From an optimization exercise on the open Yosys and OpenROAD flow, aimed at small area; shortcuts taken in it are not production practice. Where RTL was checked, it was by simulation tests only, not by an equivalence proof against the original. No driver is modelled on the clock port, so clocking that relies on it looks cheaper here than on a real chip. No activity file was given, so power comes from the tool's default toggle rates.

// ecg_hr
module ecg_hr (clk, rst, sample_clk, adc_va, adc_vb,
               spi_sck, dac_a, beat, led, hr_bcd);
For scale: about 65 I/O pins, roughly 0.0090 sq mm of cells after synthesis.
==> module ecg_beat, before the edit <==
module ecg_beat (clk, rst, L, adc_vb, mono, bp);
input         clk, rst;
input  [19:0] L;
input  [13:0] adc_vb;
output        mono, bp;
wire [13:0] ca = {~L[19], L[18:6]};
wire [13:0] cb = {adc_vb[13], ~adc_vb[12:0]};
wire [14:0] cc;
assign cc[0] = |L[5:0];
genvar i;
generate for (i = 0; i < 14; i = i + 1) begin : g_cmp
	assign cc[i+1] = (ca[i] & cb[i]) | (cc[i] & (ca[i] | cb[i]));
end endgenerate
wire gt = cc[14];
reg overthr, ot_old, mono_old, bp;
reg  [12:0] mc;
wire mz   = (mc[11:0] == 12'd0);
wire trig = overthr & ~ot_old;
assign mono = mc[12] | ~mz;
always @(posedge clk) begin
	ot_old <= overthr;
	mono_old <= mono;
end
always @(posedge clk)
	if (rst) begin
		overthr <= 1'b0;
		bp <= 1'b0; mc <= 13'd0;
	end else begin
		overthr <= gt;
		if (mz)
			mc <= trig ? 13'd3184 : 13'd0;
		else
			mc <= {mc[11:0], mc[12] ^ mc[3] ^ mc[2] ^ mc[0]};
		if (mono & ~mono_old) bp <= ~bp;
	end
endmodule
export LEC_CHECK = 0
export ABC_AREA = 1
export CAP_MARGIN = 20
export CORE_MARGIN = 2
export CORE_UTILIZATION = 70
export PLACE_DENSITY = 0.8
export SLEW_MARGIN = 20
create_clock -name core_clock -period 10.0 [get_ports {clk}]
standard.sh (not shown) runs the stock make flow with config.mk's settings and CLKGATE_MAP_FILE= SYNTH_SCRIPT=/design/flow/synth_recipe.tcl, a recipe that flattens the netlist after the stock synthesis.
==> flow/flow/run.sh <==
#!/bin/bash
# Layout flow.
#  1. the standard synthesis (bash standard.sh synth).
#  2. flow/polopt.py: full adders built on complemented signals where that
#     saves inverters; inverter and buffer chains collapsed.
#  3. Yosys/ABC area re-mapping of the plain logic gates only
#     (flow/abc_remap.script): registers, full and half adders and tie cells
#     are kept as they are (same instances, same names).
#  4. the standard layout from this netlist, with small port buffers
#     (buf_1) and a clock tree of clkbuf_4/clkbuf_8 cells without dummy loads.
# Each tool writes its full output to a log file here.
set -euo pipefail
LIB=$FLOW_HOME/platforms/sky130hd/lib/sky130_fd_sc_hd__tt_025C_1v80.lib
YOSYS=$(command -v yosys || echo "$FLOW_HOME/../tools/install/yosys/bin/yosys")
R=orfs/results/sky130hd/ecg_hr/base

bash standard.sh synth > synth.log 2>&1
cp $R/1_2_yosys.v 1_2_yosys.std.v
python3 flow/polopt.py 1_2_yosys.std.v net_pol.v > polopt.log 2>&1

DONT=$(sed -n '/DONT_USE_CELLS += /,/^#/p' $FLOW_HOME/platforms/sky130hd/config.mk | grep -o 'sky130_fd_sc_hd__[a-z0-9_]*' | sed 's/^/-dont_use /' | tr '\n' ' ')
KEEP="sky130_fd_sc_hd__fa_1 sky130_fd_sc_hd__fa_2 sky130_fd_sc_hd__fa_4 sky130_fd_sc_hd__ha_1 sky130_fd_sc_hd__ha_2 sky130_fd_sc_hd__ha_4 sky130_fd_sc_hd__dfxtp_1 sky130_fd_sc_hd__edfxtp_1 sky130_fd_sc_hd__conb_1"
cat > remap.ys <<EOY
read_liberty -ignore_miss_func $LIB
setattr -mod -set keep_hierarchy 1 $KEEP
read_verilog net_pol.v
hierarchy -top ecg_hr
flatten
opt -purge
abc -liberty $LIB $DONT -dont_use sky130_fd_sc_hd__fa_1 -dont_use sky130_fd_sc_hd__fa_2 -dont_use sky130_fd_sc_hd__fa_4 -dont_use sky130_fd_sc_hd__ha_1 -dont_use sky130_fd_sc_hd__ha_2 -dont_use sky130_fd_sc_hd__ha_4 -script $PWD/flow/abc_remap.script
opt_clean -purge
rename -hide w:_*_.*
splitnets
opt_clean -purge
insbuf -buf sky130_fd_sc_hd__buf_1 A X
select ecg_hr
write_verilog -noattr -nohex -nodec -selected net_remap.v
EOY
$YOSYS -s remap.ys > remap.log 2>&1
cp net_remap.v $R/1_2_yosys.v
rm -f $R/1_synth.odb
bash standard.sh \
  "BUFFER_PORTS_ARGS=-buffer_cell sky130_fd_sc_hd__buf_1" \
  "CTS_ARGS=-sink_clustering_enable -repair_clock_nets -dont_use_dummy_load -buf_list {sky130_fd_sc_hd__clkbuf_4 sky130_fd_sc_hd__clkbuf_8}" \
  "POST_CTS_TCL=$PWD/flow/clkdown.tcl" \
  finish > layout.log 2>&1
Other scripts of this flow, unchanged in this note and not shown: flow/flow/abc_remap.script, flow/flow/clkdown.tcl, flow/flow/polopt.py
Rerun with:
--- a/flow/design.v
+++ b/flow/design.v
@@ -109,20 +109,18 @@
 wire mz   = (mc[11:0] == 12'd0);
 wire trig = overthr & ~ot_old;
 assign mono = mc[12] | ~mz;
-always @(posedge clk) begin
-	ot_old <= overthr;
-	mono_old <= mono;
-end
 always @(posedge clk)
 	if (rst) begin
-		overthr <= 1'b0;
+		overthr <= 1'b0; ot_old <= 1'b0; mono_old <= 1'b0;
 		bp <= 1'b0; mc <= 13'd0;
 	end else begin
 		overthr <= gt;
+		ot_old <= overthr;
 		if (mz)
 			mc <= trig ? 13'd3184 : 13'd0;
 		else
 			mc <= {mc[11:0], mc[12] ^ mc[3] ^ mc[2] ^ mc[0]};
+		mono_old <= mono;
 		if (mono & ~mono_old) bp <= ~bp;
 	end
 endmodule
After rerunning:
- The new run produced a clean layout
- sequential share of layout area stays flat
- cell area barely changes
- global-route usage went up by 0.18 points
- total power rises by 1.7%
- core utilization barely changes
- count of clock-buffer cells in the layout does not change
- worst hold slack gets better by 89 ps
- die area stays flat
Only the layout flow was run in the second run of this note; the RTL was not checked for function there.

== the baseline ==
The RTL this note starts from:
==> flow/design.v <==
module rca #(parameter N = 8) (a, b, ci, s, co);
input  [N-1:0] a, b;
input          ci;
output [N-1:0] s;
output         co;
wire   [N:0]   c;
assign c[0] = ci;
genvar i;
generate for (i = 0; i < N; i = i + 1) begin : g
	assign s[i]   = a[i] ^ b[i] ^ c[i];
	assign c[i+1] = (a[i] & b[i]) | (c[i] & (a[i] ^ b[i]));
end endgenerate
assign co = c[N];
endmodule
module csa #(parameter N = 8) (a, b, c, s, cy);
input  [N-1:0] a, b, c;
output [N-1:0] s, cy;
assign s  = a ^ b ^ c;
assign cy = (a & b) | (c & (a ^ b));
endmodule
module inc #(parameter N = 8) (a, ci, s);
input  [N-1:0] a;
input          ci;
output [N-1:0] s;
wire   [N:0]   c;
assign c[0] = ci;
genvar i;
generate for (i = 0; i < N; i = i + 1) begin : g
	assign s[i]   = a[i] ^ c[i];
	assign c[i+1] = a[i] & c[i];
end endgenerate
endmodule
module ecg_tbase (clk, rst, spi, tick, tick_rise);
input  clk, rst;
output spi, tick, tick_rise;
reg [5:0] tb;
always @(posedge clk)
	if (rst) tb <= 6'd0;
	else     tb <= (tb == 6'd50) ? 6'd1 : tb + 6'd1;
assign spi  = (tb == 6'd10) | (tb == 6'd20) | (tb == 6'd30) |
              (tb == 6'd40) | (tb == 6'd50);
assign tick = (tb >= 6'd25) & (tb <= 6'd49);
assign tick_rise = (tb == 6'd25);
endmodule
module ecg_filt (clk, rst, sample_clk, adc_va, L);
input         clk, rst, sample_clk;
input  [13:0] adc_va;
output [19:0] L;
reg s_old;
wire ev = sample_clk & ~s_old;
reg  [19:0] Hb, Y, L, M;
reg  [10:0] Tb;
reg         hc;
wire [19:0] nvs = ~{{12{adc_va[13]}}, adc_va[13:6]};
wire [19:0] s1, c1, s2, c2;
csa #(20) u_h1 (.a(Y), .b(Hb), .c({adc_va, 6'b000001}), .s(s1), .cy(c1));
csa #(20) u_h2 (.a(s1), .b({c1[18:0], 1'b1}), .c(nvs), .s(s2), .cy(c2));
wire [13:0] Hn_lo;
wire [5:0]  Hn_hi;
wire        c14;
rca #(14) u_hlo (.a(s2[13:0]), .b({c2[12:0], 1'b0}), .ci(1'b0), .s(Hn_lo), .co(c14));
rca #(6)  u_hhi (.a(s2[19:14]), .b(c2[18:13]), .ci(1'b0), .s(Hn_hi), .co());
wire [5:0]  Hb_fix = Hb[19:14] - {5'd0, hc};
wire [19:0] Yn;
rca #(20) u_yn (.a(Y), .b({{11{Hb[19]}}, Hb[19:11]}), .ci(1'b1), .s(Yn), .co());
wire [13:0] z1, zc, Z;
csa #(14) u_z1 (.a({{2{L[19]}}, L[19:8]}), .b({{3{Tb[10]}}, Tb}), .c({{3{Hb[19]}}, Hb[19:9]}), .s(z1), .cy(zc));
rca #(14) u_z2 (.a(z1), .b({zc[12:0], 1'b1}), .ci(1'b1), .s(Z), .co());
wire [19:0] Mn;
rca #(20) u_mn (.a(L), .b(~{{6{Z[13]}}, Z}), .ci(1'b1), .s(Mn), .co());
always @(posedge clk)
	if (rst) begin
		s_old <= 1'b0; hc <= 1'b0;
		Hb <= 20'hfffff; Y <= 20'd0;
		L <= 20'd0; M <= 20'd0; Tb <= 11'h7ff;
	end else begin
		s_old <= sample_clk;
		hc <= ev & c14;
		if (ev)
			Hb <= ~{Hn_hi, Hn_lo};
		else
			Hb[19:14] <= Hb_fix;
		if (ev) begin
			Y <= Yn;
			L <= M;
			M <= Mn;
			Tb <= Hb[19:9];
		end
	end
endmodule
module ecg_beat (clk, rst, L, adc_vb, mono, bp);
input         clk, rst;
input  [19:0] L;
input  [13:0] adc_vb;
output        mono, bp;
wire [13:0] ca = {~L[19], L[18:6]};
wire [13:0] cb = {adc_vb[13], ~adc_vb[12:0]};
wire [14:0] cc;
assign cc[0] = |L[5:0];
genvar i;
generate for (i = 0; i < 14; i = i + 1) begin : g_cmp
	assign cc[i+1] = (ca[i] & cb[i]) | (cc[i] & (ca[i] | cb[i]));
end endgenerate
wire gt = cc[14];
reg overthr, ot_old, mono_old, bp;
reg  [12:0] mc;
wire mz   = (mc[11:0] == 12'd0);
wire trig = overthr & ~ot_old;
assign mono = mc[12] | ~mz;
always @(posedge clk)
	if (rst) begin
		overthr <= 1'b0; ot_old <= 1'b0; mono_old <= 1'b0;
		bp <= 1'b0; mc <= 13'd0;
	end else begin
		overthr <= gt;
		ot_old <= overthr;
		if (mz)
			mc <= trig ? 13'd3184 : 13'd0;
		else
			mc <= {mc[11:0], mc[12] ^ mc[3] ^ mc[2] ^ mc[0]};
		mono_old <= mono;
		if (mono & ~mono_old) bp <= ~bp;
	end
endmodule
module ecg_pcnt (clk, rst, clr, cedge, pc);
input         clk, rst, clr, cedge;
output [15:0] pc;
reg pend;
reg [7:0] c1, c2;
wire [7:0] c1n, c2n;
inc #(8) u_c1 (.a(c1), .ci(cedge), .s(c1n));
inc #(8) u_c2 (.a(c2), .ci(pend), .s(c2n));
always @(posedge clk)
	if (rst | clr) begin
		pend <= 1'b0; c1 <= 8'd0; c2 <= 8'd0;
	end else begin
		pend <= cedge & (&c1);
		c1 <= c1n;
		c2 <= c2n;
	end
assign pc = {c2, c1};
endmodule
module ecg_hrdiv (clk, rst, hev, pc, hr_bcd);
input         clk, rst, hev;
input  [15:0] pc;
output [11:0] hr_bcd;
reg [15:0] bper, mb;
reg [1:0]  qh, hh;
reg [3:0]  qt, qu, ht, hu;
reg        busy;
wire [15:0] mbx = hev ? ~16'd60000 : mb;
wire [15:0] dsum;
wire        brw;
rca #(16) u_div (.a(mbx), .b(bper), .ci(1'b0), .s(dsum), .co(brw));
wire [1:0] xh = hev ? 2'd0 : qh;
wire [3:0] xt = hev ? 4'd0 : qt;
wire [3:0] xu = hev ? 4'd0 : qu;
wire u9   = (xu == 4'd9);
wire t9   = (xt == 4'd9);
wire w255 = (xh == 2'd2) & (xt == 4'd5) & (xu == 4'd5);
wire act = hev | busy;
always @(posedge clk) begin
	if (hev) bper <= pc;
	mb <= dsum;
	busy <= act & ~brw;
	if (w255) begin
		qh <= 2'd0; qt <= 4'd0; qu <= 4'd0;
	end else begin
		qu <= u9 ? 4'd0 : xu + 4'd1;
		qt <= u9 ? (t9 ? 4'd0 : xt + 4'd1) : xt;
		qh <= (u9 & t9) ? xh + 2'd1 : xh;
	end
end
always @(posedge clk)
	if (rst) begin
		hh <= 2'd0; ht <= 4'd0; hu <= 4'd0;
	end else if (act & brw) begin
		hh <= xh; ht <= xt; hu <= xu;
	end
assign hr_bcd = {2'b00, hh, ht, hu};
endmodule
module ecg_hr (clk, rst, sample_clk, adc_va, adc_vb,
               spi_sck, dac_a, beat, led, hr_bcd);
input         clk;
input         rst;
input         sample_clk;
input  [13:0] adc_va;
input  [13:0] adc_vb;
output        spi_sck;
output [11:0] dac_a;
output        beat;
output [7:0]  led;
output [11:0] hr_bcd;
wire tick, tick_rise, mono, bp;
wire [19:0] L;
wire [15:0] pc;
ecg_tbase u_tb (.clk(clk), .rst(rst), .spi(spi_sck), .tick(tick), .tick_rise(tick_rise));
ecg_filt  u_f  (.clk(clk), .rst(rst), .sample_clk(sample_clk), .adc_va(adc_va), .L(L));
ecg_beat  u_b  (.clk(clk), .rst(rst), .L(L), .adc_vb(adc_vb), .mono(mono), .bp(bp));
reg nbp_old;
always @(posedge clk)
	if (rst) nbp_old <= 1'b0;
	else     nbp_old <= ~bp;
wire hev = ~bp & ~nbp_old;
wire cedge = bp & (tick_rise | (tick & nbp_old));
ecg_pcnt  u_pc (.clk(clk), .rst(rst), .clr(~mono & ~bp), .cedge(cedge), .pc(pc));
ecg_hrdiv u_hr (.clk(clk), .rst(rst), .hev(hev), .pc(pc), .hr_bcd(hr_bcd));
assign dac_a = {~L[19], L[18:8]};
assign beat  = mono;
assign led   = pc[9:2];
endmodule
clock: 10.0 ns
lec_check: 0
cap_margin: 20
core_margin: 2
core_utilization: 40
slew_margin: 20
run.sh (not shown) runs the stock make flow with config.mk's settings and CLKGATE_MAP_FILE= SYNTH_SCRIPT=/design/flow/synth_recipe.tcl, a recipe that flattens the netlist after the stock synthesis.
Stock flow here: none of the scripts above is used.
Here is what was changed in the inputs of the candidate compared with the baseline.
--- a/flow/design.v
+++ b/flow/design.v
@@ -48,43 +48,44 @@
 output [19:0] L;
 reg s_old;
 wire ev = sample_clk & ~s_old;
-reg  [19:0] Hb, Y, L, M;
-reg  [10:0] Tb;
+wire [19:0] V   = {adc_va, 6'b0};
+wire [19:0] nvs = ~{{12{adc_va[13]}}, adc_va[13:6]};
+reg  [19:0] H, Y;
 reg         hc;
-wire [19:0] nvs = ~{{12{adc_va[13]}}, adc_va[13:6]};
-wire [19:0] s1, c1, s2, c2;
-csa #(20) u_h1 (.a(Y), .b(Hb), .c({adc_va, 6'b000001}), .s(s1), .cy(c1));
-csa #(20) u_h2 (.a(s1), .b({c1[18:0], 1'b1}), .c(nvs), .s(s2), .cy(c2));
+wire [19:0] ymh, hp_s, hp_c, Yn;
 wire [13:0] Hn_lo;
-wire [5:0]  Hn_hi;
+wire [5:0]  Hn_hi, H_hi_inc;
 wire        c14;
-rca #(14) u_hlo (.a(s2[13:0]), .b({c2[12:0], 1'b0}), .ci(1'b0), .s(Hn_lo), .co(c14));
-rca #(6)  u_hhi (.a(s2[19:14]), .b(c2[18:13]), .ci(1'b0), .s(Hn_hi), .co());
-wire [5:0]  Hb_fix = Hb[19:14] - {5'd0, hc};
-wire [19:0] Yn;
-rca #(20) u_yn (.a(Y), .b({{11{Hb[19]}}, Hb[19:11]}), .ci(1'b1), .s(Yn), .co());
-wire [13:0] z1, zc, Z;
-csa #(14) u_z1 (.a({{2{L[19]}}, L[19:8]}), .b({{3{Tb[10]}}, Tb}), .c({{3{Hb[19]}}, Hb[19:9]}), .s(z1), .cy(zc));
-rca #(14) u_z2 (.a(z1), .b({zc[12:0], 1'b1}), .ci(1'b1), .s(Z), .co());
-wire [19:0] Mn;
-rca #(20) u_mn (.a(L), .b(~{{6{Z[13]}}, Z}), .ci(1'b1), .s(Mn), .co());
+rca #(20) u_ymh (.a(Y), .b(~H), .ci(1'b1), .s(ymh), .co());
+csa #(20) u_hcs (.a(ymh), .b(V), .c(nvs), .s(hp_s), .cy(hp_c));
+rca #(14) u_hlo (.a(hp_s[13:0]), .b({hp_c[12:0], 1'b1}), .ci(1'b0), .s(Hn_lo), .co(c14));
+rca #(6)  u_hhi (.a(hp_s[19:14]), .b(hp_c[18:13]), .ci(1'b0), .s(Hn_hi), .co());
+inc #(6)  u_hfx (.a(H[19:14]), .ci(hc), .s(H_hi_inc));
+rca #(20) u_yn  (.a(Y), .b(~{{11{H[19]}}, H[19:11]}), .ci(1'b1), .s(Yn), .co());
+reg  [19:0] L, M;
+reg  [10:0] T;
+wire [11:0] th;
+wire [19:0] lp_s, lp_c, Mn;
+rca #(12) u_th (.a({T[10], T}), .b({H[19], H[19:9]}), .ci(1'b0), .s(th), .co());
+csa #(20) u_lcs (.a(L), .b(~{{8{L[19]}}, L[19:8]}), .c({{8{th[11]}}, th}), .s(lp_s), .cy(lp_c));
+rca #(20) u_mn  (.a(lp_s), .b({lp_c[18:0], 1'b1}), .ci(1'b0), .s(Mn), .co());
 always @(posedge clk)
 	if (rst) begin
 		s_old <= 1'b0; hc <= 1'b0;
-		Hb <= 20'hfffff; Y <= 20'd0;
-		L <= 20'd0; M <= 20'd0; Tb <= 11'h7ff;
+		H <= 20'd0; Y <= 20'd0;
+		L <= 20'd0; M <= 20'd0; T <= 11'd0;
 	end else begin
 		s_old <= sample_clk;
 		hc <= ev & c14;
 		if (ev)
-			Hb <= ~{Hn_hi, Hn_lo};
+			H <= {Hn_hi, Hn_lo};
 		else
-			Hb[19:14] <= Hb_fix;
+			H[19:14] <= H_hi_inc;
 		if (ev) begin
 			Y <= Yn;
 			L <= M;
 			M <= Mn;
-			Tb <= Hb[19:9];
+			T <= H[19:9];
 		end
 	end
 endmodule
--- outcome ---
The candidate reached the final stage; the timing, design-rule and antenna checks on its layout passed. Taking the baseline as the reference, in the candidate ratio of final minimum period to clock period up 0.82 points, total chip power now smaller, post-synthesis share of cell area spent on xor and xnor gates has decreased. Clock share of power: higher on the candidate. Any difference in final antenna diode count between the baseline and the candidate is small enough to ignore. The candidate has post-route cell area above what the baseline had. Against the baseline, the candidate comes in 1.8% higher on width of the die. The candidate ended up with more standard cells than the baseline. [compare] base=the baseline new=the candidate: number of tap instances went up 5; number of top-level pins now sits at about the same level; routability congestion estimate from global placement went down by 0.032. Where area after synthesis is concerned, the baseline is better than the candidate.
No functional check of the RTL was part of any run of this note.

## what the ideal ports hide
Ports are ideal in the flow. The routed layouts listed here were re-timed in OpenROAD.
Step 1: set_driving_cell puts a clkbuf_16 on clk and a buf_2 on each other input, an assumption about the parent block.
Step 2 moves the port delays by t, midway between the first and last clock arrival at a register: inputs arrive t later, outputs are due t later. That takes back most of the time a late clock gives input paths.
Three values: no drivers, after step 1, after step 2; two values: the first two.
run	t, ns	slack for setup (ns)	pins driven straight from the clock port
the first run of note 1	0.605	0.444 / 0.444 / 0.444	1
the second run of note 1	0.624	0.439 / 0.439 / 0.439	1
the baseline	0.473	0.494 / 0.494 / 0.494	1
the candidate	0.484	0.413 / 0.413 / 0.413	1
After both steps every run listed still meets setup and hold.
